Background: an optimization exercise with open tools, aiming at small area, a short achievable clock period and few clock cycles. Do not read the settings as production practice. Where RTL was checked, it was by simulation tests only, not by an equivalence proof against the original. The RTL of run 8 was laid out without a check of its function.

==> design.v <==
module unsigned_multiplier(
  input  [7:0]  multiplier,
  input  [7:0]  multiplicand,
  output [14:0] product
);
  wire sa = multiplier[7];
  wire sb = multiplicand[7];
  wire [6:0] a = multiplier[6:0] ^ {7{sa}};
  wire [6:0] b = multiplicand[6:0] ^ {7{sb}};
  wire pp_0_0 = a[0] & b[0];
  wire pp_0_1 = a[0] & b[1];
  wire pp_0_2 = a[0] & b[2];
  wire pp_0_3 = a[0] & b[3];
  wire pp_0_4 = a[0] & b[4];
  wire pp_0_5 = a[0] & b[5];
  wire pp_0_6 = a[0] & b[6];
  wire pp_1_0 = a[1] & b[0];
  wire pp_1_1 = a[1] & b[1];
  wire pp_1_2 = a[1] & b[2];
  wire pp_1_3 = a[1] & b[3];
  wire pp_1_4 = a[1] & b[4];
  wire pp_1_5 = a[1] & b[5];
  wire pp_1_6 = a[1] & b[6];
  wire pp_2_0 = a[2] & b[0];
  wire pp_2_1 = a[2] & b[1];
  wire pp_2_2 = a[2] & b[2];
  wire pp_2_3 = a[2] & b[3];
  wire pp_2_4 = a[2] & b[4];
  wire pp_2_5 = a[2] & b[5];
  wire pp_2_6 = a[2] & b[6];
  wire pp_3_0 = a[3] & b[0];
  wire pp_3_1 = a[3] & b[1];
  wire pp_3_2 = a[3] & b[2];
  wire pp_3_3 = a[3] & b[3];
  wire pp_3_4 = a[3] & b[4];
  wire pp_3_5 = a[3] & b[5];
  wire pp_3_6 = a[3] & b[6];
  wire pp_4_0 = a[4] & b[0];
  wire pp_4_1 = a[4] & b[1];
  wire pp_4_2 = a[4] & b[2];
  wire pp_4_3 = a[4] & b[3];
  wire pp_4_4 = a[4] & b[4];
  wire pp_4_5 = a[4] & b[5];
  wire pp_4_6 = a[4] & b[6];
  wire pp_5_0 = a[5] & b[0];
  wire pp_5_1 = a[5] & b[1];
  wire pp_5_2 = a[5] & b[2];
  wire pp_5_3 = a[5] & b[3];
  wire pp_5_4 = a[5] & b[4];
  wire pp_5_5 = a[5] & b[5];
  wire pp_5_6 = a[5] & b[6];
  wire pp_6_0 = a[6] & b[0];
  wire pp_6_1 = a[6] & b[1];
  wire pp_6_2 = a[6] & b[2];
  wire pp_6_3 = a[6] & b[3];
  wire pp_6_4 = a[6] & b[4];
  wire pp_6_5 = a[6] & b[5];
  wire pp_6_6 = a[6] & b[6];
  wire ca_0 = sa & b[0];
  wire cb_0 = sb & a[0];
  wire ca_1 = sa & b[1];
  wire cb_1 = sb & a[1];
  wire ca_2 = sa & b[2];
  wire cb_2 = sb & a[2];
  wire ca_3 = sa & b[3];
  wire cb_3 = sb & a[3];
  wire ca_4 = sa & b[4];
  wire cb_4 = sb & a[4];
  wire ca_5 = sa & b[5];
  wire cb_5 = sb & a[5];
  wire ca_6 = sa & b[6];
  wire cb_6 = sb & a[6];
  wire cab = sa & sb;
  wire s1, c2;
  mul_ha u_s1(.a(pp_0_4), .b(pp_1_3), .s(s1), .co(c2));
  wire s3, c4;
  mul_fa u_s3(.a(pp_0_5), .b(pp_1_4), .c(pp_2_3), .s(s3), .co(c4));
  wire s5, c6;
  mul_ha u_s5(.a(pp_3_2), .b(pp_4_1), .s(s5), .co(c6));
  wire s7, c8;
  mul_fa u_s7(.a(pp_0_6), .b(pp_1_5), .c(pp_2_4), .s(s7), .co(c8));
  wire s9, c10;
  mul_fa u_s9(.a(pp_3_3), .b(pp_4_2), .c(pp_5_1), .s(s9), .co(c10));
  wire s11, c12;
  mul_ha u_s11(.a(pp_6_0), .b(ca_6), .s(s11), .co(c12));
  wire s13, c14;
  mul_fa u_s13(.a(pp_1_6), .b(pp_2_5), .c(pp_3_4), .s(s13), .co(c14));
  wire s15, c16;
  mul_ha u_s15(.a(pp_4_3), .b(pp_5_2), .s(s15), .co(c16));
  wire s17, c18;
  mul_ha u_s17(.a(pp_2_6), .b(pp_3_5), .s(s17), .co(c18));
  wire s19, c20;
  mul_ha u_s19(.a(pp_0_2), .b(pp_1_1), .s(s19), .co(c20));
  wire s21, c22;
  mul_fa u_s21(.a(pp_0_3), .b(pp_1_2), .c(pp_2_1), .s(s21), .co(c22));
  wire s23, c24;
  mul_ha u_s23(.a(pp_3_0), .b(ca_3), .s(s23), .co(c24));
  wire s25, c26;
  mul_fa u_s25(.a(s1), .b(pp_2_2), .c(pp_3_1), .s(s25), .co(c26));
  wire s27, c28;
  mul_fa u_s27(.a(pp_4_0), .b(ca_4), .c(cb_4), .s(s27), .co(c28));
  wire s29, c30;
  mul_fa u_s29(.a(c2), .b(s3), .c(s5), .s(s29), .co(c30));
  wire s31, c32;
  mul_fa u_s31(.a(pp_5_0), .b(ca_5), .c(cb_5), .s(s31), .co(c32));
  wire s33, c34;
  mul_fa u_s33(.a(c4), .b(c6), .c(s7), .s(s33), .co(c34));
  wire s35, c36;
  mul_fa u_s35(.a(s9), .b(s11), .c(cb_6), .s(s35), .co(c36));
  wire s37, c38;
  mul_fa u_s37(.a(c8), .b(c10), .c(c12), .s(s37), .co(c38));
  wire s39, c40;
  mul_fa u_s39(.a(s13), .b(s15), .c(pp_6_1), .s(s39), .co(c40));
  wire s41, c42;
  mul_fa u_s41(.a(c14), .b(c16), .c(s17), .s(s41), .co(c42));
  wire s43, c44;
  mul_fa u_s43(.a(pp_4_4), .b(pp_5_3), .c(pp_6_2), .s(s43), .co(c44));
  wire s45, c46;
  mul_fa u_s45(.a(c18), .b(pp_3_6), .c(pp_4_5), .s(s45), .co(c46));
  wire s47, c48;
  mul_ha u_s47(.a(pp_5_4), .b(pp_6_3), .s(s47), .co(c48));
  wire s49, c50;
  mul_ha u_s49(.a(pp_4_6), .b(pp_5_5), .s(s49), .co(c50));
  wire s51, c52;
  mul_ha u_s51(.a(pp_0_0), .b(ca_0), .s(s51), .co(c52));
  wire s53, c54;
  mul_fa u_s53(.a(pp_0_1), .b(pp_1_0), .c(ca_1), .s(s53), .co(c54));
  wire s55, c56;
  mul_fa u_s55(.a(s19), .b(pp_2_0), .c(ca_2), .s(s55), .co(c56));
  wire s57, c58;
  mul_fa u_s57(.a(c20), .b(s21), .c(s23), .s(s57), .co(c58));
  wire s59, c60;
  mul_fa u_s59(.a(c22), .b(c24), .c(s25), .s(s59), .co(c60));
  wire s61, c62;
  mul_fa u_s61(.a(c26), .b(c28), .c(s29), .s(s61), .co(c62));
  wire s63, c64;
  mul_fa u_s63(.a(c30), .b(c32), .c(s33), .s(s63), .co(c64));
  wire s65, c66;
  mul_fa u_s65(.a(c34), .b(c36), .c(s37), .s(s65), .co(c66));
  wire s67, c68;
  mul_fa u_s67(.a(c38), .b(c40), .c(s41), .s(s67), .co(c68));
  wire s69, c70;
  mul_fa u_s69(.a(c42), .b(c44), .c(s45), .s(s69), .co(c70));
  wire s71, c72;
  mul_fa u_s71(.a(c46), .b(c48), .c(s49), .s(s71), .co(c72));
  wire s73, c74;
  mul_ha u_s73(.a(c50), .b(pp_5_6), .s(s73), .co(c74));
  wire s75, c76;
  mul_ha u_s75(.a(s51), .b(cb_0), .s(s75), .co(c76));
  wire s77, c78;
  mul_fa u_s77(.a(c52), .b(s53), .c(cb_1), .s(s77), .co(c78));
  wire s79, c80;
  mul_fa u_s79(.a(c54), .b(s55), .c(cb_2), .s(s79), .co(c80));
  wire s81, c82;
  mul_fa u_s81(.a(c56), .b(s57), .c(cb_3), .s(s81), .co(c82));
  wire s83, c84;
  mul_fa u_s83(.a(c58), .b(s59), .c(s27), .s(s83), .co(c84));
  wire s85, c86;
  mul_fa u_s85(.a(c60), .b(s61), .c(s31), .s(s85), .co(c86));
  wire s87, c88;
  mul_fa u_s87(.a(c62), .b(s63), .c(s35), .s(s87), .co(c88));
  wire s89, c90;
  mul_fa u_s89(.a(c64), .b(s65), .c(s39), .s(s89), .co(c90));
  wire s91, c92;
  mul_fa u_s91(.a(c66), .b(s67), .c(s43), .s(s91), .co(c92));
  wire s93, c94;
  mul_fa u_s93(.a(c68), .b(s69), .c(s47), .s(s93), .co(c94));
  wire s95, c96;
  mul_fa u_s95(.a(c70), .b(s71), .c(pp_6_4), .s(s95), .co(c96));
  wire s97, c98;
  mul_fa u_s97(.a(c72), .b(s73), .c(pp_6_5), .s(s97), .co(c98));
  wire s99, c100;
  mul_ha u_s99(.a(c74), .b(pp_6_6), .s(s99), .co(c100));
  wire [14:0] r0 = {1'b0, c100, c98, c96, c94, c92, c90, c88, c86, c84, c82, c80, c78, c76, s75};
  wire [14:0] r1 = {1'b0, 1'b0, s99, s97, s95, s93, s91, s89, s87, s85, s83, s81, s79, s77, cab};
  assign product = r0 + r1;
endmodule
module mul_fa(input a, input b, input c, output s, output co);
  assign s = a ^ b ^ c;
  assign co = (a & b) | (a & c) | (b & c);
endmodule
module mul_ha(input a, input b, output s, output co);
  assign s = a ^ b;
  assign co = a & b;
endmodule
module bin_to_bcd(
    input  [14:0] in,
    output [19:0] bcd
    );
  function [3:0] add3(input [3:0] i);
    begin
      add3[3] = i[3] | (i[2] & (i[1] | i[0]));
      add3[2] = (i[2] & ~i[1] & ~i[0]) | (i[3] & i[0]);
      add3[1] = (i[1] & (~i[2] | i[0])) | (i[3] & ~i[0]);
      add3[0] = (~i[3] & ~i[2] & i[0]) | (i[2] & i[1] & ~i[0]) | (i[3] & ~i[0]);
    end
  endfunction
  reg [19:0] st;
  integer k;
  always @(*) begin
    st = 20'd0;
    for (k = 13; k >= 0; k = k - 1) begin
      st = {add3(st[19:16]), add3(st[15:12]), add3(st[11:8]), add3(st[7:4]), add3(st[3:0])};
      st = {st[18:0], in[k]};
    end
  end
  assign bcd = st | (in[14] ? 20'h16384 : 20'h0);
endmodule
module seq_signed_mult(
  input         clk,
  input         rst,           
  input         start,         
  input  [7:0]  multiplier,    
  input  [7:0]  multiplicand,  
  output [14:0] product,       
  output [19:0] bcd,           
  output        sign,          
  output        done           
);
  wire [14:0] mag;
  unsigned_multiplier um(.multiplier(multiplier), .multiplicand(multiplicand),
    .product(mag));
  reg [14:0] product_r;
  reg        sign_r;
  reg        done_r;
  always @(posedge clk) begin
    if (start) begin
      product_r <= mag;
      sign_r    <= (multiplier[7] ^ multiplicand[7]) &&
                   (multiplier != 8'd0) && (multiplicand != 8'd0);
    end
  end
  always @(posedge clk) begin
    if (rst)
      done_r <= 1'b0;
    else if (start)
      done_r <= 1'b1;
  end
  bin_to_bcd binary_bcd(.in(product_r), .bcd(bcd));
  assign product = product_r;
  assign sign    = sign_r;
  assign done    = done_r;
endmodule
==> run.sh <==
#!/bin/bash
# synth_recipe.tcl (not shown) runs the flow's synth.tcl, then flattens the netlist and writes it again
# the make line also repeats each setting of config.mk as NAME=value (left out here)
make -C /OpenROAD-flow-scripts/flow DESIGN_CONFIG=/design/flow/config.mk WORK_HOME=/design/flow/orfs CLKGATE_MAP_FILE= SYNTH_SCRIPT=/design/flow/synth_recipe.tcl finish
==> config.mk <==
export PLATFORM = sky130hd
export DESIGN_NAME = seq_signed_mult
export DESIGN_NICKNAME = seq_signed_mult
export VERILOG_FILES = /design/flow/design.v
export SDC_FILE = /design/flow/constraint.sdc
export NUM_CORES = 4
export LEC_CHECK = 0
export ABC_AREA = 1
export CAP_MARGIN = 20
export CORE_MARGIN = 2
export CORE_UTILIZATION = 60
export SLEW_MARGIN = 20
export SYNTH_HIERARCHICAL = 1
export SYNTH_MINIMUM_KEEP_SIZE = 0
==> constraint.sdc <==
create_clock -name core_clock -period 12.0 [get_ports {clk}]
set_input_delay 2.4000 -clock core_clock [delete_from_list [all_inputs] [get_ports {clk}]]
set_output_delay 2.4000 -clock core_clock [all_outputs]
set_load 0.01 [all_outputs]
==> results.json, run 1 <==
{
  "first_iter_violations": 200,
  "fin_crit_ns": 6.89,
  "dr.max_layer_used": "met4",
  "dr.pass1.iters": 4,
  "synthFlopType": "edfxtp_1",
  "critPathArrivalTime_ns": 6.90,
  "start_util_pct": 61.4,
  "slew_viol_final": 0,
  "netlist.area_leader.share_pct": 16.8,
  "grt_pass1_vias": 4546,
  "htree_levels": 1,
  "wl_um": 10500,
  "ant_nets": 0,
  "layout_commonest_cell": "nand2_1",
  "clock_skew_ns": 0,
  "grt_util_all_layers_pct": 26.0,
  "wl_met3_um": 281,
  "tightest_slew_ns": 0.793,
  "numCtsBuffers": 3,
  "area_growth_pct": 13.8,
  "status": "timing/DRC/antenna clean",
  "mostFrequentLayoutCells": "nand2_1, nor2_1, inv_1",
  "syn_avg_cell_area_um2": 6.56,
  "vias_per_cell": 5.37,
  "post-route-period-util_pct": 57.4,
  "setup.worst_path.start_class": "input pin",
  "clockBufferDepth": 2,
  "nets": 856,
  "drv_cap": 0,
  "coreArea_um2": 7690,
  "cts_hold_buf": 0,
  "rsz0062_at_grt": "false",
  "ios": 56,
  "dp_slack_ns": 4.82,
  "die_height_um": 92.7,
  "wl_met1_um": 4490,
  "synth.area.top_cells": "nand2_1, fa_1, nor2_1",
  "cp.required_ns": 12.01,
  "numClockSinks": 17,
  "synth-seq-cells": 17,
  "async_reset_ff_share_pct": 0,
  "reg2reg_to": "done_r",
  "routedWlPerCell_um": 12.0,
  "rr_worst_depth": 2,
  "endpoint": "product_r[13]",
  "grt_max_degree": 18,
  "vias": 4690,
  "finalWorstSetupSlack_ns": 5.11,
  "num_rows": 32,
  "drive_gt1_share_pct": 10.5,
  "endpoint_kind": "flop",
  "fin_tns_setup_ns": 0,
  "dp_hpwl_um": 9050,
  "wl_met2_um": 5510,
  "die_w_um": 92.7,
  "ys_seq_area_share_pct": 10.6,
  "placed_area_um2": 5320,
  "synth-edff-count": 16,
  "syn-cell-area_um2": 4720,
  "fin_area_um2": 5370,
  "yosysTopAreaCell": "nand2_1",
  "critPathKind": "input pin to flop",
  "ys_types": 38,
  "clk_latency_ns": 0.24,
  "hp-class": "flop to flop",
  "grt-ovfl-total": 0,
  "r2r_start": "done_r",
  "yosysWarnings": 8,
  "synth_cells": 719,
  "clkTransAtPathRegs_ns": 0.06,
  "n_antenna_cell": 0,
  "hold-worst-slack_ns": 0.480,
  "dieArea_um2": 8590,
  "fmax_mhz": 145,
  "cts_resized": 0,
  "cts.root.buffer_cell": "clkbuf_8",
  "timing.slew.headroom_pct": 46.9,
  "antenna_found_initial": 0,
  "drc": 0,
  "rrSetupSlack_ns": 11.44,
  "startpoint": "multiplicand[7]",
  "cts_tree": "done",
  "cts_setup_buffers": 0,
  "hold_viol": 0,
  "crit_fanout": 11,
  "grt_pass1_wl_um": 18700,
  "io_buffers": 52,
  "setup_violations": 0,
  "routabilityCongestion": 0.898
}
## Yosys stat by module (local to each module, per instance)
module,cells,times used
mul_ha,1,13
unsigned_multiplier,232,1
seq_signed_mult,35,1
mul_fa,1,37
bin_to_bcd,402,1
## Yosys cell counts (3+ instances only)
cell and count:
nand3_2 6, a21oi_1 23, nor2_2 9, xnor2_1 3, xnor2_2 7, edfxtp_1 16
nand2_2 19, nand3_1 67, inv_1 70, ha_1 26, nand2_1 211, o21ai_0 5
xor2_1 5, nor2_1 132, xnor2_4 7, a21oi_2 8, o21ai_1 11, inv_2 11
nand4_1 19, buf_4 5, o21ai_2 5, fa_1 38
## metrics by stage
stage / utilization, % / std cells
floorplan: - / 721
global placement: 69.2 / 870
detailed placement: 69.2 / 870
CTS: 69.8 / 874
global route: 69.8 / 874
finish: 69.8 / 874
## worst max-delay path, stage by stage
cell	delay, ns
clkdlybuf4s50_1	0.81
xnor2_2	0.57
nor2_1	0.12
fa_1	0.52
fa_1	0.44
fa_1	0.60
fa_1	0.45
ha_1	0.35
nand2_1	0.08
nand2_1	0.06
nand2_1	0.07
nand2_1	0.08
a21oi_1	0.17
nand2_1	0.07
nand2_1	0.06
nand2_1	0.04
## logic make-up (layout without fill, tap and decap cells)
group / count (synthesis) / after routing / synth area share (%)
simple gates: 470 / 470 / 43.1
buf+inv: 88 / 139 / 7.75
fa+ha+maj: 64 / 64 / 23.0
compound gates: 57 / 57 / 7.43
xor+xnor: 22 / 22 / 7.98
flops: 17 / 17 / 10.6
other cells: 1 / 3 / 0.0795
## final cells by class
type                    instances  area (um2)
repair buffers                 53         528
inverters                      82         308
clock buffers                   3        41.3
clock inverters                 1        5.00
flip-flops and latches         17         500
well taps                     102         128
fillers                       672        2320
multi-input cells             616        3860
## worst min-delay path by stage
stage / from / to / slack [ns] / cells past startpoint
6_report: done_r / done_r / 0.48 / 2
5_1_grt: done_r / done_r / 0.55 / 2
4_1_cts: done_r / done_r / 0.48 / 2
3_5_place_dp: done_r / done_r / 0.47 / 2
3_3_place_gp: done_r / done_r / 0.45 / 2
2_1_floorplan: done_r / done_r / 0.50 / 2
## layer usage
metal | global-route usage, % | vias up
li1 | - | 2411
met1 | 31.2 | 2174
met2 | 49.5 | 87
met3 | 1.14 | 18
met4 | 8.46 | 0
met5 | 0 | -
## flip-flops by register name, indices dropped and copies added (netlist names)
name / count
done_r: 1
product_r: 15
sign_r: 1
Testbench counts, summed over its fixed seeds: cycles 3,200.
==> run 2, diff against run 1 <==
==> flow/run.sh (new file) <==
#!/bin/bash
# The standard layout, with plain buffers (not delay buffers) on the ports.
set -euo pipefail
export BUFFER_PORTS_ARGS="-buffer_cell sky130_fd_sc_hd__buf_2"
bash standard.sh > standard_flow.log 2>&1
==> standard.sh (new file) <==
#!/bin/bash
# synth_recipe.tcl (not shown) runs the flow's synth.tcl, then flattens the netlist and writes it again
# the make line also repeats each setting of config.mk as NAME=value (left out here)
make -C /OpenROAD-flow-scripts/flow DESIGN_CONFIG=/design/flow/config.mk WORK_HOME=/design/flow/orfs CLKGATE_MAP_FILE= SYNTH_SCRIPT=/design/flow/synth_recipe.tcl "${@:-finish}"
--- a/config.mk
+++ b/config.mk
@@ -11,2 +11,3 @@
 export CORE_UTILIZATION = 60
+export SETUP_SLACK_MARGIN = 5
 export SLEW_MARGIN = 20
removed: run.sh
==> run 2 against run 1 <==
Clock skew unchanged. Register-to-register slack about the same. Non-clock buffer count decreased by 1.
==> results.json, run 2 <==
{
  "async_reset_ff_share_pct": 0,
  "cts_hold_buf": 0,
  "worst_path_most_repeated_cell": "nand2_1",
  "endpoint_kind": "output port",
  "critPathKind": "flop to output port",
  "hp-start": "done_r",
  "yosys.area_share.simple_pct": 43.1,
  "synth_cells": 719,
  "cp_slowest_stage_delay_ns": 0.51,
  "clock_skew_ns": 0,
  "drive_gt1_share_pct": 17.1,
  "clk_latency_ns": 0.25,
  "ys_types": 38,
  "synth_top_family_by_area": "simple AND/OR/NAND/NOR gates",
  "numCtsBuffers": 3,
  "nFillCells": 687,
  "drc": 0,
  "dieArea_um2": 8590,
  "ant_nets": 0,
  "die_w_um": 92.7,
  "synth_compound_area_share_pct": 7.43,
  "crit_fanout": 8,
  "rsz0062_at_grt": "false",
  "path_buf_inv": 3,
  "grt_util_all_layers_pct": 25.9,
  "vias": 4671,
  "numClockSinks": 17,
  "hp-class": "flop to flop",
  "slew_viol_final": 0,
  "startpoint": "product_r[13]",
  "routabilityCongestion": 0.865,
  "ys_seq_area_share_pct": 10.6,
  "critPathArrivalTime_ns": 3.94,
  "hold_viol": 0,
  "cpMaxStageDelayCell": "edfxtp_1",
  "n_antenna_cell": 0,
  "dp_hpwl_um": 9010,
  "grt_pass1_vias": 4520,
  "cts_tree": "done",
  "area_growth_pct": 8.14,
  "grt_max_degree": 18,
  "layout_commonest_cell": "nand2_1",
  "routedWlPerCell_um": 12.1,
  "drv_cap": 0,
  "htree_levels": 1,
  "synth-xor-area-share_pct": 7.98,
  "r2r_start": "done_r",
  "yosysTopAreaCell": "nand2_1",
  "fin_crit_ns": 6.34,
  "synth_most_common_cell": "nand2_1",
  "syn-cell-area_um2": 4720,
  "synth-edff-count": 16,
  "die_height_um": 92.7,
  "grt-ovfl-total": 0,
  "cp.required_ns": 9.60,
  "setup_violations": 0,
  "synthFlopType": "edfxtp_1",
  "timing.slew.headroom_pct": 54.0,
  "dr.pass1.iters": 5,
  "post-route-period-util_pct": 52.8,
  "largest_register_ffs": 15,
  "cts_setup_buffers": 0,
  "io_buffers": 52,
  "netlist.area_leader.share_pct": 16.8,
  "grt_pass1_wl_um": 18700,
  "mostFrequentLayoutCells": "nand2_1, nor2_1, inv_1",
  "synth-seq-cells": 17,
  "coreArea_um2": 7690,
  "cts_resized": 0,
  "ios": 56,
  "synth.area.top_cells": "nand2_1, fa_1, nor2_1",
  "num_rows": 32,
  "fin_tns_setup_ns": 0,
  "synthTopCellsByCount": "nand2_1, nor2_1, inv_1",
  "clkTransAtPathRegs_ns": 0.07,
  "cts.root.buffer_cell": "clkbuf_8",
  "tightest_slew_ns": 0.690,
  "antenna_found_initial": 0,
  "yosys.area_share.adder_pct": 23.0,
  "setup.worst_path.start_class": "flop",
  "first_iter_violations": 178,
  "vias_per_cell": 5.35,
  "muxShareOfSynthArea_pct": 0,
  "fmax_mhz": 158,
  "start_util_pct": 61.4,
  "status": "timing/DRC/antenna clean",
  "wl_um": 10600,
  "syn_avg_cell_area_um2": 6.56,
  "nets": 855,
  "critPathTopFamily": "simple AND/OR/NAND/NOR gates",
  "clockBufferDepth": 2,
  "yosysWarnings": 8
}
run 2: area by class of cell:
type,count,area (um2),area share [%]
Multi-Input combinational cell,616,3860,75.6
Sequential cell,17,500,9.81
Inverter,82,308,6.03
Timing Repair Buffer,52,260,5.10
Tap cell,102,128,2.50
Clock buffer,3,41.3,0.809
Clock inverter,1,5.00,0.0981
run 2: cell families after synthesis:
kind of cell,count (synthesis)
simple gates,470
fa+ha+maj,64
flops,17
other cells,1
buf+inv,88
compound gates,57
xor+xnor,22
run 2: layer usage:
layer / GRT usage [%] / routed length (um)
met5: 0 / 0
met4: 6.74 / 185
met3: 1.14 / 292
met2: 50.6 / 5630
met1: 30.9 / 4470
run 2: Yosys stat by module (local to each module, per instance):
module | flops+latches | cells inside
bin_to_bcd | 0 | 402
mul_fa | 0 | 1
unsigned_multiplier | 0 | 232
seq_signed_mult | 17 | 35
mul_ha | 0 | 1
run 2: worst paths after layout:
check,to,slack [ns],cells after the start
hold reg to reg,done_r,0.50,2
setup reg to reg,done_r,11.44,2
hold / removal,done_r,0.50,2
setup / recovery,bcd[14],5.66,25
run 2: worst min-delay path, cell delays in order (launching register included):
cell and delay, ns:
dfxtp_1 0.32, nor2_1 0.09, nor2_1 0.05
run 2: metrics by stage:
stage | instance area (um2) | utilization [%] | hold WS (ns) | setup slack [ns] | instances
after CTS | 5100 | 66.4 | 0.506 | 5.68 | 873
after global routing | 5100 | 66.4 | 0.543 | 5.11 | 873
final | 5100 | 66.4 | 0.498 | 5.66 | 873
after floorplan | 4720 | - | 0.503 | 5.95 | 721
after global placement | 5050 | 65.8 | 0.445 | 5.57 | 869
after detailed placement | 5050 | 65.8 | 0.496 | 5.48 | 869
==> run 3, diff against run 2 <==
--- a/config.mk
+++ b/config.mk
@@ -10,4 +10,3 @@
 export CORE_MARGIN = 2
-export CORE_UTILIZATION = 60
-export SETUP_SLACK_MARGIN = 5
+export CORE_UTILIZATION = 75
 export SLEW_MARGIN = 20
==> run 3 against run 2 <==
Non-clock buffer count unchanged. Clock skew stayed put. Final cell count down 3.1%. Largest cell class unchanged. Design area is 0.66% lower. Clock-buffer cell count stayed put. Highest routed layer unchanged. Synthesized cell count did not move.
==> results.json, run 3 <==
{
  "synth.area.top_cells": "nand2_1, fa_1, nor2_1",
  "cts_hold_buf": 0,
  "fin_crit_ns": 6.33,
  "slew_viol_final": 0,
  "setup.worst_path.start_class": "flop",
  "path_buf_inv": 4,
  "numClockSinks": 17,
  "clkTransAtPathRegs_ns": 0.06,
  "ant_nets": 0,
  "nets": 855,
  "timing.slew.headroom_pct": 53.9,
  "dp_hpwl_um": 9180,
  "r2r_start": "done_r",
  "synth-seq-cells": 17,
  "htree_levels": 1,
  "drv_cap": 0,
  "clk_latency_ns": 0.25,
  "netlist.area_leader.share_pct": 16.8,
  "cts_tree": "done",
  "drive_gt1_share_pct": 17.1,
  "cts.root.buffer_cell": "clkbuf_8",
  "routedWlPerCell_um": 13.1,
  "mostFrequentLayoutCells": "nand2_1, nor2_1, inv_1",
  "hp-start": "done_r",
  "status": "timing/DRC/antenna clean",
  "vias": 4778,
  "clock_skew_ns": 0,
  "grt_max_degree": 18,
  "antenna_found_initial": 0,
  "coreArea_um2": 5990,
  "die_height_um": 83.3,
  "largest_register_ffs": 15,
  "synthTopCellsByCount": "nand2_1, nor2_1, inv_1",
  "yosysWarnings": 8,
  "nFillCells": 405,
  "synthFlopType": "edfxtp_1",
  "ios": 56,
  "routabilityCongestion": 0.901,
  "final_util_pct": 84.6,
  "rrSetupSlack_ns": 11.45,
  "syn-cell-area_um2": 4720,
  "num_rows": 28,
  "start_util_pct": 78.7,
  "cts_resized": 0,
  "cts_setup_buffers": 0,
  "synth_cells": 719,
  "area_growth_pct": 7.43,
  "startpoint": "product_r[11]",
  "synth-edff-count": 16,
  "ff_latch_area_um2": 500,
  "drc": 0,
  "ys_types": 38,
  "dieArea_um2": 6940,
  "multi_input_area_um2": 3860,
  "grt-ovfl-total": 0,
  "async_reset_ff_share_pct": 0,
  "dr.pass1.iters": 5,
  "n_antenna_cell": 0,
  "cpMaxStageDelayCell": "edfxtp_1",
  "clockBufferDepth": 2,
  "syn_avg_cell_area_um2": 6.56,
  "post-route-period-util_pct": 52.8,
  "cp_slowest_stage_delay_ns": 0.47,
  "rsz0062_at_grt": "false",
  "cp.required_ns": 9.60,
  "crit_fanout": 6,
  "hold_viol": 0,
  "critPathArrivalTime_ns": 3.93,
  "layout_commonest_cell": "nand2_1",
  "critPathKind": "flop to output port",
  "wl_um": 11100,
  "grt_pass1_vias": 4653,
  "critPathTopFamily": "simple AND/OR/NAND/NOR gates",
  "tightest_slew_ns": 0.692,
  "io_buffers": 52,
  "endpoint_kind": "output port",
  "ys_seq_area_share_pct": 10.6,
  "die_w_um": 83.3,
  "fin_tns_setup_ns": 0,
  "grt_util_all_layers_pct": 33.2,
  "vias_per_cell": 5.65,
  "numCtsBuffers": 3,
  "first_iter_violations": 316,
  "fmax_mhz": 158,
  "grt_pass1_wl_um": 19600,
  "setup_violations": 0,
  "hp-class": "flop to flop",
  "yosysTopAreaCell": "nand2_1",
  "synth_most_common_cell": "nand2_1"
}
==> run 3: final cells by class <==
type / instances / area share, %
clock buffer: 3 / 0.815
clock inverter: 1 / 0.0988
inverter: 82 / 6.07
multi-input combinational: 616 / 76.1
sequential: 17 / 9.88
tap: 75 / 1.85
timing repair buffer: 52 / 5.14
==> run 3: routing by layer <==
metal | GRT usage (%) | vias to the layer above | part of all wire, %
met2 | 63.8 | 152 | 53
li1 | - | 2407 | -
met3 | 1.69 | 29 | 4.3
met1 | 38.6 | 2190 | 40
met4 | 11.9 | 0 | 2.6
met5 | 0 | - | 0
==> run 3: tightest hold or removal path: cells and delay by family (launching register included) <==
family | cells | cell delay [ns]
DFF | 1 | 0.33
and+or+nand+nor | 2 | 0.12
==> run 3: worst paths after layout <==
path,to,cells past startpoint
worst max-delay path,bcd[2],27
worst min-delay path,done_r,2
worst max register to register,done_r,2
worst min register to register,done_r,2
==> run 3: kinds of logic after synthesis <==
| group | after synthesis | share of synthesized area (%) |
|---|---|---|
| compound gates | 57 | 7.43 |
| xor+xnor | 22 | 7.98 |
| fa+ha+maj | 64 | 23.0 |
| buf+inv | 88 | 7.75 |
| flops | 17 | 10.6 |
| other cells | 1 | 0.0795 |
| simple gates | 470 | 43.1 |
==> run 3: modules after synthesis, one instance, submodules excluded <==
module | cell area [um2] | cells inside | times used | flip-flops and latches
bin_to_bcd | 1860 | 402 | 1 | 0
unsigned_multiplier | 1380 | 232 | 1 | 0
seq_signed_mult | 574 | 35 | 1 | 17
mul_ha | 12.5 | 1 | 13 | 0
mul_fa | 20.0 | 1 | 37 | 0
==> run 3: metrics by stage <==
| stage | instance area (um2) | setup WS (ns) | hold WS (ns) | std cells |
|---|---|---|---|---|
| 2_1_floorplan | 4720 | 5.95 | 0.503 | 721 |
| 3_3_place_gp | 5020 | 5.60 | 0.444 | 842 |
| 3_5_place_dp | 5020 | 5.47 | 0.465 | 842 |
| 4_1_cts | 5070 | 5.70 | 0.480 | 846 |
| 5_1_grt | 5070 | 5.18 | 0.498 | 846 |
| 6_report | 5070 | 5.67 | 0.476 | 846 |
==> run 4, diff against run 3 <==
--- a/config.mk
+++ b/config.mk
@@ -10,3 +10,3 @@
 export CORE_MARGIN = 2
-export CORE_UTILIZATION = 75
+export CORE_UTILIZATION = 60
 export SLEW_MARGIN = 20
==> run 4 against run 3 <==
Setup slack got worse by 0.0082 ns. Clock skew unchanged. Core utilization decreased by 18 points. Synthesized area unchanged. Routed wire length fell by 4.6%. Critical path depth is 2 lower. Clock-buffer cell count did not move. Die area rose by 24%. Via count down 2.2%. Non-clock buffer count is the same.
==> results.json, run 4 <==
{
  "first_iter_violations": 178,
  "netlist.area_leader.share_pct": 16.8,
  "cts.root.buffer_cell": "clkbuf_8",
  "fmax_mhz": 158,
  "synth_cells": 719,
  "rsz0062_at_grt": "false",
  "clockBufferDepth": 2,
  "hold_viol": 0,
  "fin_tns_setup_ns": 0,
  "worst_path_most_repeated_cell": "nand2_1",
  "coreArea_um2": 7690,
  "dp_slack_ns": 5.48,
  "critPathTopFamily": "simple AND/OR/NAND/NOR gates",
  "cts_tree": "done",
  "endpoint_kind": "output port",
  "vias": 4671,
  "tightest_slew_ns": 0.690,
  "drc": 0,
  "nFillCells": 687,
  "status": "timing/DRC/antenna clean",
  "placed_area_um2": 5050,
  "numClockSinks": 17,
  "ys_types": 38,
  "slew_viol_final": 0,
  "dr.pass1.iters": 5,
  "mostFrequentLayoutCells": "nand2_1, nor2_1, inv_1",
  "antenna_found_initial": 0,
  "numCtsBuffers": 3,
  "clkTransAtPathRegs_ns": 0.07,
  "synth-seq-cells": 17,
  "critPathArrivalTime_ns": 3.94,
  "cts_resized": 0,
  "io_buffers": 52,
  "n_antenna_cell": 0,
  "synthTopCellsByCount": "nand2_1, nor2_1, inv_1",
  "crit_fanout": 8,
  "grt_pass1_vias": 4520,
  "routedWlPerCell_um": 12.1,
  "grt_max_degree": 18,
  "yosysTopAreaCell": "nand2_1",
  "hp-class": "flop to flop",
  "vias_per_cell": 5.35,
  "setup.worst_path.start_class": "flop",
  "cpMaxStageDelayCell": "edfxtp_1",
  "drive_gt1_share_pct": 17.1,
  "synthFlopType": "edfxtp_1",
  "cp_slowest_stage_delay_ns": 0.51,
  "setup_violations": 0,
  "hold-worst-slack_ns": 0.498,
  "nets": 855,
  "routabilityCongestion": 0.865,
  "syn_avg_cell_area_um2": 6.56,
  "ios": 56,
  "wl_um": 10600,
  "htree_levels": 1,
  "clock_skew_ns": 0,
  "dieArea_um2": 8590,
  "cts_setup_buffers": 0,
  "fin_crit_ns": 6.34,
  "grt-ovfl-total": 0,
  "ys_seq_area_share_pct": 10.6,
  "path_buf_inv": 3,
  "cts_hold_buf": 0,
  "largest_register_ffs": 15,
  "die_height_um": 92.7,
  "synth-edff-count": 16,
  "synth_most_common_cell": "nand2_1",
  "drv_cap": 0,
  "synth.area.top_cells": "nand2_1, fa_1, nor2_1",
  "grt_util_all_layers_pct": 25.9,
  "die_w_um": 92.7,
  "start_util_pct": 61.4,
  "fin_area_um2": 5100,
  "critPathKind": "flop to output port",
  "cp.required_ns": 9.60,
  "finalWorstSetupSlack_ns": 5.66,
  "timing.slew.headroom_pct": 54.0,
  "area_growth_pct": 8.14,
  "num_rows": 32,
  "yosysWarnings": 8,
  "async_reset_ff_share_pct": 0,
  "post-route-period-util_pct": 52.8,
  "syn-cell-area_um2": 4720,
  "dp_hpwl_um": 9010,
  "layout_commonest_cell": "nand2_1",
  "ant_nets": 0,
  "grt_pass1_wl_um": 18700,
  "clk_latency_ns": 0.25
}
run 4: cell counts in the layout (fill, tap and decap cells not counted):
No cell type changed its count.
run 4: worst paths after layout:
path              depth (start not counted)           from  endpoint  slack, ns
setup / recovery                         25  product_r[13]   bcd[14]       5.66
hold / removal                            2         done_r    done_r       0.50
setup reg to reg                          2         done_r    done_r      11.44
hold reg to reg                           2         done_r    done_r       0.50
run 4: per-stage QoR:
stage,util (%),instances
after global routing,66.4,873
after global placement,65.8,869
after CTS,66.4,873
final,66.4,873
after floorplan,-,721
after detailed placement,65.8,869
run 4: metal layers:
| metal | GRT usage (%) | vias to the layer above | part of all wire [%] |
|---|---|---|---|
| li1 | - | 2405 | - |
| met3 | 1.14 | 16 | 2.8 |
| met2 | 50.6 | 95 | 53 |
| met5 | 0 | - | 0 |
| met1 | 30.9 | 2155 | 42 |
| met4 | 6.74 | 0 | 1.7 |
run 4: layout make-up:
cell class | instances | area, um2 | share of cell area, %
multi-input combinational | 616 | 3860 | 75.6
sequential | 17 | 500 | 9.81
timing repair buffer | 52 | 260 | 5.10
tap | 102 | 128 | 2.50
inverter | 82 | 308 | 6.03
clock buffer | 3 | 41.3 | 0.809
clock inverter | 1 | 5.00 | 0.0981
run 4: cell families after synthesis:
| kind of cell | count (synthesis) | share of synthesized area (%) |
|---|---|---|
| AOI/OAI and AO/OA | 57 | 7.43 |
| xor gates and xnor gates | 22 | 7.98 |
| adders and majority gates | 64 | 23.0 |
| buffers and inverters | 88 | 7.75 |
| DFF | 17 | 10.6 |
| other | 1 | 0.0795 |
| and+or+nand+nor | 470 | 43.1 |
run 4: modules after synthesis (local to each module, per instance):
module,cells,times used
seq_signed_mult,35,1
unsigned_multiplier,232,1
bin_to_bcd,402,1
mul_ha,1,13
mul_fa,1,37
run 4: tightest hold or removal path: stages (launching register included):
cell	delay [ns]
dfxtp_1	0.32
nor2_1	0.09
nor2_1	0.05
==> run 5, diff against run 4 <==
==> flow/run.sh (replaced) <==
#!/bin/bash
# The standard layout, with plain buffers (not delay buffers) on the ports.
set -euo pipefail
export BUFFER_PORTS_ARGS="-buffer_cell sky130_fd_sc_hd__buf_1"
bash standard.sh > standard_flow.log 2>&1
==> run 5 against run 4 <==
Critical path type is now input pin to flop. Non-clock buffer count stayed put. Register-to-register slack worse by 0.02 ns. Routed wire length is 0.45% lower.
==> results.json, run 5 <==
{
  "status": "timing/DRC/antenna clean",
  "largest_register_ffs": 15,
  "cpMaxStageDelayCell": "buf_1",
  "worst_path_most_repeated_cell": "nand2_1",
  "io_buffers": 52,
  "slew_viol_final": 0,
  "critPathKind": "input pin to flop",
  "rrSetupSlack_ns": 11.42,
  "first_iter_violations": 145,
  "drive_gt1_share_pct": 10.4,
  "grt_max_degree": 18,
  "crit_chain": "buf_1 > xnor2_2 > nor2_1 > fa_1 > fa_1 > fa_1 > fa_1 > ha_1 > nand2_1 > inv_1 > nand2_1 > nand2_1 > nand2_1 > nand3_1 > nand2_1 > nand2_1",
  "ant_nets": 0,
  "cp.required_ns": 12.01,
  "wl_um": 10500,
  "numCtsBuffers": 3,
  "numClockSinks": 17,
  "path_buf_inv": 2,
  "ios": 56,
  "mostFrequentLayoutCells": "nand2_1, nor2_1, inv_1",
  "ff_latch_area_um2": 500,
  "endpoint_kind": "flop",
  "cp_num_cells": 16,
  "synth-seq-cells": 17,
  "die_w_um": 92.7,
  "clk_latency_ns": 0.25,
  "cts_hold_buf": 0,
  "num_rows": 32,
  "cp_slowest_stage_delay_ns": 0.69,
  "clockBufferDepth": 2,
  "clkTransAtPathRegs_ns": 0.06,
  "fin_crit_ns": 6.54,
  "dp.cells": 869,
  "r2r_start": "done_r",
  "timing.slew.headroom_pct": 36.6,
  "hold_viol": 0,
  "clock_skew_ns": 0,
  "endpoint": "product_r[10]",
  "yosysTopAreaCell": "nand2_1",
  "cts.root.buffer_cell": "clkbuf_8",
  "cts_resized": 0,
  "setup.worst_path.start_class": "input pin",
  "startpoint": "multiplicand[7]",
  "post-route-period-util_pct": 54.5,
  "antenna_found_initial": 0,
  "syn_avg_cell_area_um2": 6.56,
  "area_growth_pct": 6.76,
  "grt-ovfl-total": 0,
  "hp-class": "flop to flop",
  "die_height_um": 92.7,
  "drc": 0,
  "htree_levels": 1,
  "setup_violations": 0,
  "routabilityCongestion": 0.938,
  "grt_util_all_layers_pct": 25.2,
  "start_util_pct": 61.4,
  "cts_tree": "done",
  "routedWlPerCell_um": 12.1,
  "grt_pass1_wl_um": 18100,
  "vias": 4625,
  "syn-cell-area_um2": 4720,
  "fin_cells": 873,
  "critPathTopFamily": "adder cells",
  "synth_cells": 719,
  "netlist.area_leader.share_pct": 16.8,
  "layout_commonest_cell": "nand2_1",
  "fmax_mhz": 153,
  "drv_cap": 0,
  "rsz0062_at_grt": "false",
  "yosysWarnings": 8,
  "nets": 855,
  "fin_tns_setup_ns": 0,
  "synth.area.top_cells": "nand2_1, fa_1, nor2_1",
  "dr.pass1.iters": 5,
  "synth_most_common_cell": "nand2_1",
  "grt_pass1_vias": 4286,
  "async_reset_ff_share_pct": 0,
  "reg2reg_to": "done_r",
  "critPathArrivalTime_ns": 6.54,
  "rr_worst_depth": 2,
  "ys_seq_area_share_pct": 10.6,
  "n_antenna_cell": 0,
  "crit_fanout": 11,
  "coreArea_um2": 7690,
  "synthFlopType": "edfxtp_1",
  "nFillCells": 703,
  "multi_input_area_um2": 3860,
  "synthTopCellsByCount": "nand2_1, nor2_1, inv_1",
  "ys_types": 38,
  "tightest_slew_ns": 0.951,
  "dp_hpwl_um": 8920,
  "dieArea_um2": 8590,
  "vias_per_cell": 5.30,
  "cts_setup_buffers": 0,
  "synth-edff-count": 16
}
==> run 5: how the worst min path moves through the flow <==
stage | cells after the start | slack (ns) | endpoint | from
floorplan | 2 | 0.50 | done_r | done_r
global placement | 2 | 0.45 | done_r | done_r
detailed placement | 2 | 0.50 | done_r | done_r
CTS | 2 | 0.51 | done_r | done_r
global route | 2 | 0.56 | done_r | done_r
finish | 2 | 0.51 | done_r | done_r
==> run 5: cell families (layout without fill, tap and decap cells) <==
family / Yosys count / in the layout / synth area share (%)
DFF: 17 / 17 / 10.6
and+or+nand+nor: 470 / 470 / 43.1
adders and majority gates: 64 / 64 / 23.0
other: 1 / 3 / 0.0795
xor gates and xnor gates: 22 / 22 / 7.98
buffers and inverters: 88 / 138 / 7.75
AOI/OAI and AO/OA: 57 / 57 / 7.43
==> run 5: worst reg2reg max path, cell delays in order, from the launching register on <==
cell and delay, ns:
dfxtp_1 0.32, nor2_1 0.10, nor2_1 0.06
==> run 5: routing by layer <==
layer	vias to the layer above	part of all wire (%)	global-route usage (%)
li1	2404	-	-
met3	12	2.4	0.407
met1	2115	42	30.1
met5	-	0	0
met4	0	1.4	5.88
met2	94	54	50.0
==> run 5: metrics by stage <==
stage	cell area [um2]	utilization [%]	hold WS, ns	setup WS [ns]
finish	5040	65.5	0.508	5.46
global route	5040	65.5	0.556	5.08
CTS	5040	65.5	0.509	5.48
detailed placement	4990	64.9	0.497	5.22
global placement	4990	64.9	0.449	5.27
floorplan	4720	-	0.503	5.95
==> run 5: cell type report <==
cell class	instances	area share [%]
Inverter	82	6.11
Clock buffer	4	0.894
Tap cell	102	2.53
Multi-Input combinational cell	616	76.6
Sequential cell	17	9.94
Timing Repair Buffer	52	3.90
==> run 5: Yosys stat by module, one instance, submodules excluded <==
| module | cells inside | area (um2) | flops+latches |
|---|---|---|---|
| mul_fa | 1 | 20.0 | 0 |
| bin_to_bcd | 402 | 1860 | 0 |
| mul_ha | 1 | 12.5 | 0 |
| unsigned_multiplier | 232 | 1380 | 0 |
| seq_signed_mult | 35 | 574 | 17 |
==> run 6, diff against run 5 <==
==> flow/run.sh (replaced) <==
#!/bin/bash
# The standard layout, with plain buffers (not delay buffers) on the ports, and
# timing repair aiming at a slack margin beyond what the clock period asks.
set -euo pipefail
export BUFFER_PORTS_ARGS="-buffer_cell sky130_fd_sc_hd__buf_2"
export SETUP_SLACK_MARGIN=6.8
bash standard.sh > standard_flow.log 2>&1
==> run 6 against run 5 <==
Still clean on timing, DRC and antenna. Clock skew is the same. Via count rose by 37%. Clock-buffer cell count decreased by 1. Setup slack worse by 0.25 ns. Non-clock buffer count rose by 76. Routed wire length rose by 100%. Highest routed layer unchanged.
==> results.json, run 6 <==
{
  "nets": 931,
  "cts_tree": "done",
  "die_height_um": 92.7,
  "synth-seq-cells": 17,
  "syn-cell-area_um2": 4720,
  "critPathKind": "flop to output port",
  "hp-class": "flop to flop",
  "htree_levels": 1,
  "io_buffers": 52,
  "grt_pass1_wl_um": 24200,
  "wl_um": 21300,
  "yosysTopAreaCell": "nand2_1",
  "post-route-period-util_pct": 56.6,
  "grt_util_all_layers_pct": 34.8,
  "layout_commonest_cell": "nand2_1",
  "fin_tns_setup_ns": 0,
  "fin_crit_ns": 6.79,
  "multi_input_area_um2": 5150,
  "syn_avg_cell_area_um2": 6.56,
  "final_util_pct": 93.0,
  "dieArea_um2": 8590,
  "dp.cells": 869,
  "synth_cells": 719,
  "first_iter_violations": 608,
  "drive_gt1_share_pct": 50.6,
  "num_rows": 32,
  "grt_pass1_vias": 5341,
  "grt_max_degree": 18,
  "drv_cap": 0,
  "status": "timing/DRC/antenna clean",
  "worst_path_most_repeated_cell": "nor2_4",
  "start_util_pct": 61.4,
  "cts_hold_buf": 0,
  "dr.pass1.iters": 6,
  "netlist.area_leader.share_pct": 16.8,
  "rsz0062_at_grt": "true",
  "critPathArrivalTime_ns": 4.39,
  "synth_most_common_cell": "nand2_1",
  "cpMaxStageDelayCell": "edfxtp_1",
  "routabilityCongestion": 0.939,
  "vias_per_cell": 6.69,
  "hold-worst-slack_ns": 0.547,
  "ant_nets": 0,
  "ys_seq_area_share_pct": 10.6,
  "setup_violations": 0,
  "antenna_found_initial": 0,
  "yosysWarnings": 8,
  "ys_types": 38,
  "synth.area.top_cells": "nand2_1, fa_1, nor2_1",
  "slew_viol_final": 0,
  "wl_met2_um": 10100,
  "synthTopCellsByCount": "nand2_1, nor2_1, inv_1",
  "synth-edff-count": 16,
  "n_antenna_cell": 0,
  "dr.max_layer_used": "met4",
  "cts.root.buffer_cell": "clkbuf_8",
  "clock_skew_ns": 0,
  "ff_latch_area_um2": 500,
  "cp.required_ns": 9.60,
  "endpoint_kind": "output port",
  "clkTransAtPathRegs_ns": 0.08,
  "nFillCells": 251,
  "coreArea_um2": 7690,
  "numCtsBuffers": 3,
  "ios": 56,
  "hold_viol": 0,
  "setup.worst_path.start_class": "flop",
  "drc": 0,
  "wl_met1_um": 6710,
  "fin_cells": 949,
  "dp_hpwl_um": 9350,
  "routedWlPerCell_um": 22.5,
  "wl_met3_um": 2120,
  "clockBufferDepth": 2,
  "vias": 6345,
  "clk_latency_ns": 0.26,
  "largest_register_ffs": 15,
  "area_growth_pct": 51.6,
  "async_reset_ff_share_pct": 0,
  "die_w_um": 92.7,
  "crit_fanout": 6,
  "synthFlopType": "edfxtp_1",
  "fmax_mhz": 147,
  "cp_slowest_stage_delay_ns": 0.53,
  "numClockSinks": 17,
  "mostFrequentLayoutCells": "nand2_1, nor2_1, nand2_2",
  "grt-ovfl-total": 0
}
-- run 6: cell types whose count changed in the layout (fill, tap and decap cells not counted), sizes merged --
cell    previous run  this run
clkbuf             5         3
buf               51       127
clkinv             1         2
bufbuf             0         1
-- run 6: worst paths after layout --
check	depth (start not counted)	slack, ns	startpoint	to
worst max-delay path	27	5.21	product_r[11]	bcd[7]
worst min register to register	2	0.55	done_r	done_r
worst min-delay path	2	0.55	done_r	done_r
worst max register to register	2	11.36	done_r	done_r
-- run 6: Yosys stat by module (local to each module, per instance) --
module,times used,flip-flops and latches
mul_ha,13,0
bin_to_bcd,1,0
unsigned_multiplier,1,0
seq_signed_mult,1,17
mul_fa,37,0
-- run 6: what timing repair did --
action	in CTS	in global routing
setup buffers	55	20
cloned	1	0
pin swaps	100	98
endpoints found under the setup margin	28	28
gates resized for setup	145	118
-- run 6: through the flow --
stage | setup WS, ns | instance area [um2]
floorplan | 6.20 | 5160
global placement | 5.64 | 5480
detailed placement | 5.61 | 5480
CTS | 5.87 | 6530
global route | 4.95 | 7150
finish | 5.21 | 7150
-- run 6: critical path: cells and delay by family, from the launching register on --
kind | cells | cell delay [ns]
AOI/OAI and AO/OA | 1 | 0.07
buffers and inverters | 3 | 0.42
DFF | 1 | 0.53
and+or+nand+nor | 23 | 3.09
-- run 6: kinds of logic (layout without fill, tap and decap cells) --
family	after synthesis	after routing	synth area share, %
flops	17	17	10.6
xor+xnor	22	22	7.98
other cells	1	3	0.0795
buf+inv	88	214	7.75
compound gates	57	57	7.43
fa+ha+maj	64	64	23.0
simple gates	470	470	43.1
-- run 6: area by class of cell --
class | count | share of cell area [%]
multi-input cells | 616 | 72.1
flip-flops and latches | 17 | 7.00
inverters | 82 | 4.44
clock inverters | 1 | 0.0700
repair buffers | 128 | 14.0
well taps | 102 | 1.78
clock buffers | 3 | 0.577
-- run 6: routing by layer --
| metal | track usage [%] | vias up |
|---|---|---|
| met4 | 16.8 | 0 |
| li1 | - | 2569 |
| met5 | 0 | - |
| met1 | 37.9 | 2912 |
| met2 | 68.1 | 631 |
| met3 | 1.95 | 233 |
==> run 7, diff against run 6 <==
--- a/flow/run.sh
+++ b/flow/run.sh
@@ -5,3 +5,3 @@
 export BUFFER_PORTS_ARGS="-buffer_cell sky130_fd_sc_hd__buf_2"
-export SETUP_SLACK_MARGIN=6.8
+export SETUP_SLACK_MARGIN=6.0
 bash standard.sh > standard_flow.log 2>&1
==> run 7 against run 6 <==
Still clean on timing, DRC and antenna. Synthesized cell count is the same. Routed wire length decreased by 27%. Hold slack worse by 0.068 ns. Setup slack gained 0.16 ns. Synthesized area stayed put. Non-clock buffer count is 12 lower. First-iteration DRC count fell by 44%. Largest cell class unchanged. Highest routed layer unchanged.
==> results.json, run 7 <==
{
  "yosysWarnings": 8,
  "fin_crit_ns": 6.63,
  "r2r_start": "done_r",
  "numCtsBuffers": 3,
  "hold_viol": 0,
  "num_rows": 32,
  "htree_levels": 1,
  "nFillCells": 437,
  "antenna_found_initial": 0,
  "cp.required_ns": 9.60,
  "hp-start": "done_r",
  "async_reset_ff_share_pct": 0,
  "first_iter_violations": 339,
  "grt_max_degree": 18,
  "setup_violations": 0,
  "tightest_slew_ns": 0.532,
  "syn_avg_cell_area_um2": 6.56,
  "rrSetupSlack_ns": 11.45,
  "slew_viol_final": 0,
  "drive_gt1_share_pct": 39.2,
  "path_buf_inv": 6,
  "synthTopCellsByCount": "nand2_1, nor2_1, inv_1",
  "drc": 0,
  "largest_register_ffs": 15,
  "clockBufferDepth": 2,
  "cts_tree": "done",
  "hp-class": "flop to flop",
  "rsz0062_at_grt": "true",
  "routedWlPerCell_um": 16.6,
  "io_buffers": 52,
  "mostFrequentLayoutCells": "nand2_1, nor2_1, inv_1, buf_4, nand2_2",
  "yosysTopAreaCell": "nand2_1",
  "post-route-period-util_pct": 55.3,
  "nets": 919,
  "start_util_pct": 61.4,
  "endpoint_kind": "output port",
  "routabilityCongestion": 0.885,
  "synth-seq-cells": 17,
  "coreArea_um2": 7690,
  "ant_nets": 0,
  "n_antenna_cell": 0,
  "crit_fanout": 5,
  "critPathArrivalTime_ns": 4.23,
  "critPathTopFamily": "simple AND/OR/NAND/NOR gates",
  "vias": 5653,
  "cpMaxStageDelayCell": "edfxtp_1",
  "setup.worst_path.start_class": "flop",
  "grt_pass1_vias": 4847,
  "cp_slowest_stage_delay_ns": 0.56,
  "startpoint": "product_r[11]",
  "grt_util_all_layers_pct": 29.3,
  "status": "timing/DRC/antenna clean",
  "critPathKind": "flop to output port",
  "netlist.area_leader.share_pct": 16.8,
  "finalWorstSetupSlack_ns": 5.37,
  "ios": 56,
  "fin_tns_setup_ns": 0,
  "syn-cell-area_um2": 4720,
  "ys_seq_area_share_pct": 10.6,
  "clk_latency_ns": 0.26,
  "grt_pass1_wl_um": 20900,
  "dp_hpwl_um": 9280,
  "synthFlopType": "edfxtp_1",
  "synth_cells": 719,
  "wl_um": 15500,
  "vias_per_cell": 6.03,
  "fmax_mhz": 151,
  "dr.pass1.iters": 8,
  "ys_types": 38,
  "clock_skew_ns": 0,
  "synth_most_common_cell": "nand2_1",
  "synth.area.top_cells": "nand2_1, fa_1, nor2_1",
  "dp_slack_ns": 5.47,
  "area_growth_pct": 37.1,
  "dieArea_um2": 8590,
  "die_w_um": 92.7,
  "cts.root.buffer_cell": "clkbuf_8",
  "die_height_um": 92.7,
  "drv_cap": 0,
  "grt-ovfl-total": 0,
  "synth-edff-count": 16,
  "numClockSinks": 17,
  "clkTransAtPathRegs_ns": 0.07,
  "timing.slew.headroom_pct": 64.1,
  "worst_path_most_repeated_cell": "nand2_4",
  "hold-worst-slack_ns": 0.478,
  "layout_commonest_cell": "nand2_1"
}
[run 7: repair_timing]
action | in CTS | in global routing
buffers inserted | 23 | 41
pin swaps | 54 | 85
hold buffers | 0 | 0
endpoints found under the hold margin | 0 | 0
endpoints found under the setup margin | 25 | 24
resized for setup | 81 | 125
[run 7: modules after synthesis (local to each module, per instance)]
| module | cell area (um2) | cells inside |
|---|---|---|
| mul_fa | 20.0 | 1 |
| unsigned_multiplier | 1380 | 232 |
| seq_signed_mult | 574 | 35 |
| bin_to_bcd | 1860 | 402 |
| mul_ha | 12.5 | 1 |
[run 7: kinds of logic after synthesis]
logic type      after synthesis  synth area share, %
other cells                   1               0.0795
fa+ha+maj                    64                 23.0
flops                        17                 10.6
simple gates                470                 43.1
buf+inv                      88                 7.75
compound gates               57                 7.43
xor+xnor                     22                 7.98
[run 7: routing by layer]
| layer | GRT usage, % | routed length, um | share of wire, % | up-vias |
|---|---|---|---|---|
| li1 | - | - | - | 2551 |
| met3 | 1.63 | 919 | 5.9 | 104 |
| met2 | 56.9 | 8000 | 51 | 352 |
| met5 | 0 | 0 | 0 | - |
| met1 | 33.3 | 5800 | 37 | 2646 |
| met4 | 11.5 | 810 | 5.2 | 0 |
[run 7: cell type report]
cell class	count	area [um2]	share of cell area (%)
Timing Repair Buffer	116	787	12.2
Clock buffer	3	41.3	0.638
Inverter	82	310	4.80
Multi-Input combinational cell	616	4700	72.6
Tap cell	102	128	1.97
Clock inverter	1	5.00	0.0774
Sequential cell	17	500	7.74
[run 7: path summary, 6_finish.rpt]
kind            end  depth (start not counted)
max          bcd[9]                         34
min          done_r                          2
max reg2reg  done_r                          2
min reg2reg  done_r                          2
[run 7: metrics by stage]
step / utilization, % / std cells / area, um2
finish: 84.1 / 937 / 6470
global route: 84.1 / 937 / 6470
detailed placement: 66.6 / 869 / 5120
global placement: 66.6 / 869 / 5120
floorplan: - / 721 / 4800
CTS: 73.8 / 896 / 5670
[run 7: tightest hold or removal path: cells and delay by family (launching register included)]
family,cells,cell delay [ns]
DFF,1,0.33
and+or+nand+nor,2,0.12
==> run 8, diff against run 7 <==
--- a/design.v
+++ b/design.v
@@ -225,8 +225,9 @@
   reg        done_r;
+  wire        sign_d = (multiplier[7] ^ multiplicand[7]) &&
+                       (multiplier != 8'd0) && (multiplicand != 8'd0);
+  wire [15:0] next_r;
+  hold_mux #(.W(16)) hm(.sel(start), .a({sign_d, mag}), .b({sign_r, product_r}),
+    .y(next_r));
   always @(posedge clk) begin
-    if (start) begin
-      product_r <= mag;
-      sign_r    <= (multiplier[7] ^ multiplicand[7]) &&
-                   (multiplier != 8'd0) && (multiplicand != 8'd0);
-    end
+    {sign_r, product_r} <= next_r;
   end
@@ -243 +244,9 @@
 endmodule
+module hold_mux #(parameter W = 1) (
+  input          sel,
+  input  [W-1:0] a,
+  input  [W-1:0] b,
+  output [W-1:0] y
+);
+  assign y = sel ? a : b;
+endmodule
==> flow/run.sh (replaced) <==
#!/bin/bash
# The standard layout, with plain buffers (not delay buffers) on the ports.
set -euo pipefail
export BUFFER_PORTS_ARGS="-buffer_cell sky130_fd_sc_hd__buf_2"
bash standard.sh > standard_flow.log 2>&1
==> run 8 against run 7 <==
Sequential share of layout area fell by 1.1 points. Critical path depth is 6 lower. Maximum frequency increased by 3.9%. Clock-buffer cell count is the same. Core utilization shrank 18 points. Non-clock buffer count decreased by 64. Die area increased by 1.7%. Final cell count shrank 1.6%. First-iteration DRC count down 45%. Synthesized area up 1.8%.
==> results.json, run 8 <==
{
  "numClockSinks": 17,
  "area_growth_pct": 7.11,
  "worst_path_most_repeated_cell": "nand2_1",
  "status": "timing/DRC/antenna clean",
  "synth-seq-cells": 17,
  "largest_register_ffs": 15,
  "clock_skew_ns": 0,
  "synthTopCellsByCount": "nand2_1, nor2_1, inv_1",
  "cp.required_ns": 9.60,
  "grt_pass1_vias": 4627,
  "mostFrequentLayoutCells": "nand2_1, nor2_1, inv_1",
  "fmax_mhz": 157,
  "async_reset_ff_share_pct": 0,
  "cts_resized": 0,
  "drc": 0,
  "dr.pass1.iters": 5,
  "nets": 904,
  "die_w_um": 93.5,
  "grt_max_degree": 19,
  "vias_per_cell": 5.31,
  "clockBufferDepth": 2,
  "post-route-period-util_pct": 53.2,
  "path_buf_inv": 3,
  "met2_usage_pct": 51.7,
  "timing.slew.headroom_pct": 54.4,
  "critPathTopFamily": "simple AND/OR/NAND/NOR gates",
  "ys_seq_area_share_pct": 7.09,
  "clk_latency_ns": 0.26,
  "syn_avg_cell_area_um2": 6.23,
  "synth_cells": 771,
  "dieArea_um2": 8730,
  "rsz0062_at_grt": "false",
  "synth_most_common_cell": "nand2_1",
  "cp_slowest_stage_delay_ns": 0.52,
  "start_util_pct": 62.1,
  "syn-cell-area_um2": 4800,
  "wl_um": 10900,
  "grt_pass1_wl_um": 19200,
  "dp_hpwl_um": 9280,
  "first_iter_violations": 188,
  "layout_commonest_cell": "nand2_1",
  "ios": 56,
  "die_height_um": 93.5,
  "endpoint_kind": "output port",
  "critPathArrivalTime_ns": 3.98,
  "slew_viol_final": 0,
  "n_antenna_cell": 0,
  "vias": 4900,
  "cts_setup_buffers": 0,
  "critPathKind": "flop to output port",
  "grt-ovfl-total": 0,
  "synth.area.top_cells": "nand2_1, fa_1, nor2_1",
  "tightest_slew_ns": 0.684,
  "drive_gt1_share_pct": 16.8,
  "setup.worst_path.start_class": "flop",
  "fin_tns_setup_ns": 0,
  "fin_crit_ns": 6.38,
  "numCtsBuffers": 3,
  "synth-edff-count": 0,
  "grt_util_met1_pct": 31.1,
  "io_buffers": 52,
  "routabilityCongestion": 0.918,
  "yosysTopAreaCell": "nand2_1",
  "cts_tree": "done",
  "crit_fanout": 9,
  "synthFlopType": "dfxtp_1",
  "coreArea_um2": 7730,
  "gr-usage-met3_pct": 1.21,
  "hold_viol": 0,
  "setup_violations": 0,
  "routedWlPerCell_um": 11.8,
  "htree_levels": 1,
  "yosysWarnings": 8,
  "ys_types": 39,
  "netlist.area_leader.share_pct": 19.9,
  "busiest_layer": "met2",
  "antenna_found_initial": 0,
  "grt_util_all_layers_pct": 26.2,
  "cpMaxStageDelayCell": "dfxtp_1",
  "num_rows": 32,
  "drv_cap": 0,
  "clkTransAtPathRegs_ns": 0.07,
  "hp-class": "flop to flop",
  "ant_nets": 0,
  "cts_hold_buf": 0,
  "cts.root.buffer_cell": "clkbuf_8"
}
-- run 8: cell count changes in the layout (fill, tap and decap cells not counted), moves of 16 or more --
cell / delta
buf_4: -60
nand2_4: -29
nor2_1: +19
nand2_2: -30
nand2_1: +107
edfxtp_1: -16
dfxtp_1: +16
nand3_1: +23
-- run 8: final cells by class --
class,instances,area (um2)
clock inverter,1,5.00
tap,102,128
inverter,83,317
timing repair buffer,52,260
multi-input combinational,664,4050
sequential,17,340
clock buffer,3,41.3
fill,707,2580
-- run 8: worst paths after layout --
kind / startpoint / end / slack (ns) / depth (start not counted)
worst min-delay path: sign_r / sign_r / 0.45 / 2
worst max register to register: product_r[14] / product_r[14] / 11.26 / 2
worst max-delay path: product_r[13] / bcd[14] / 5.62 / 28
worst min register to register: sign_r / sign_r / 0.45 / 2
-- run 8: Yosys stat by module, one instance, submodules excluded, excerpt --
| module | area, um2 | flip-flops and latches | cells inside |
|---|---|---|---|
| bin_to_bcd | 1860 | 0 | 402 |
| unsigned_multiplier | 1380 | 0 | 232 |
| mul_fa | 20.0 | 0 | 1 |
| mul_ha | 12.5 | 0 | 1 |
| seq_signed_mult | 414 | 17 | 35 |
-- run 8: routing by layer --
metal | up-vias | routed length [um] | share of wire, %
li1 | 2542 | - | -
met1 | 2240 | 4710 | 43
met2 | 106 | 5730 | 53
met3 | 12 | 302 | 2.8
met4 | 0 | 110 | 1.0
met5 | - | 0 | 0
-- run 8: metrics by stage --
stage | hold WS, ns | worst slack (ns) | instances | area [um2] | util [%]
floorplan | 0.469 | 6.00 | 773 | 4810 | -
global placement | 0.426 | 5.61 | 918 | 5100 | 65.9
detailed placement | 0.437 | 5.54 | 918 | 5100 | 65.9
CTS | 0.454 | 5.76 | 922 | 5140 | 66.5
global route | 0.478 | 5.18 | 922 | 5140 | 66.5
finish | 0.452 | 5.62 | 922 | 5140 | 66.5
-- run 8: kinds of logic after synthesis --
logic type / Yosys count / synth area share (%)
fa+ha+maj: 64 / 22.6
buf+inv: 92 / 8.68
other cells: 1 / 0.0781
xor+xnor: 22 / 7.84
compound gates: 57 / 7.30
flops: 17 / 7.09
simple gates: 518 / 46.4
-- run 8: worst register-to-register path, delay by kind of cell (launching register included) --
| kind | cells | cell delay, ns |
|---|---|---|
| and+or+nand+nor | 2 | 0.14 |
| DFF | 1 | 0.55 |

[static timing again, ports no longer ideal]
How much do the figures lean on ideal ports? The routed layouts below were timed once more, with nothing changed but the port constraints. Step 1: set_driving_cell puts a clkbuf_16 on clk and a buf_2 on each other input, an assumption about the parent block. Step 2 moves the port delays by t, midway between the first and last clock arrival at a register: inputs arrive t later, outputs are due t later. That takes back most of the time a late clock gives input paths. Slacks: no drivers / after step 1 / after step 2; pairs: no drivers / after step 1.
run | shift t [ns] | setup WS [ns] | worst setup path after step 2 | clock arrival spread, ns | slew at the worst register clock pin (ns)
run 1 | 0.272 | 5.109 / 5.115 / 4.843 | input to register | 0.004 / 0.004 | 0.07 / 0.07
run 2 | 0.272 | 5.661 / 5.634 / 5.480 | input to register | 0.002 / 0.002 | 0.07 / 0.07
run 3 | 0.281 | 5.669 / 5.642 / 5.426 | input to register | 0.004 / 0.004 | 0.07 / 0.07
run 4 | 0.272 | 5.661 / 5.634 / 5.480 | input to register | 0.002 / 0.002 | 0.07 / 0.07
run 5 | 0.275 | 5.462 / 5.461 / 5.186 | input to register | 0.008 / 0.008 | 0.07 / 0.07
run 6 | 0.285 | 5.211 / 5.186 / 5.471 | register to output | 0.005 / 0.005 | 0.08 / 0.08
run 7 | 0.284 | 5.369 / 5.340 / 5.624 | register to output | 0.002 / 0.002 | 0.07 / 0.07
run 8 | 0.284 | 5.619 / 5.592 / 5.531 | input to register | 0.001 / 0.002 | 0.07 / 0.07
After both steps every run listed still meets setup and hold. For run 5, which loses most, drivers alone change the setup slack by -0.001 ns; drivers and shift together by -0.276 ns.
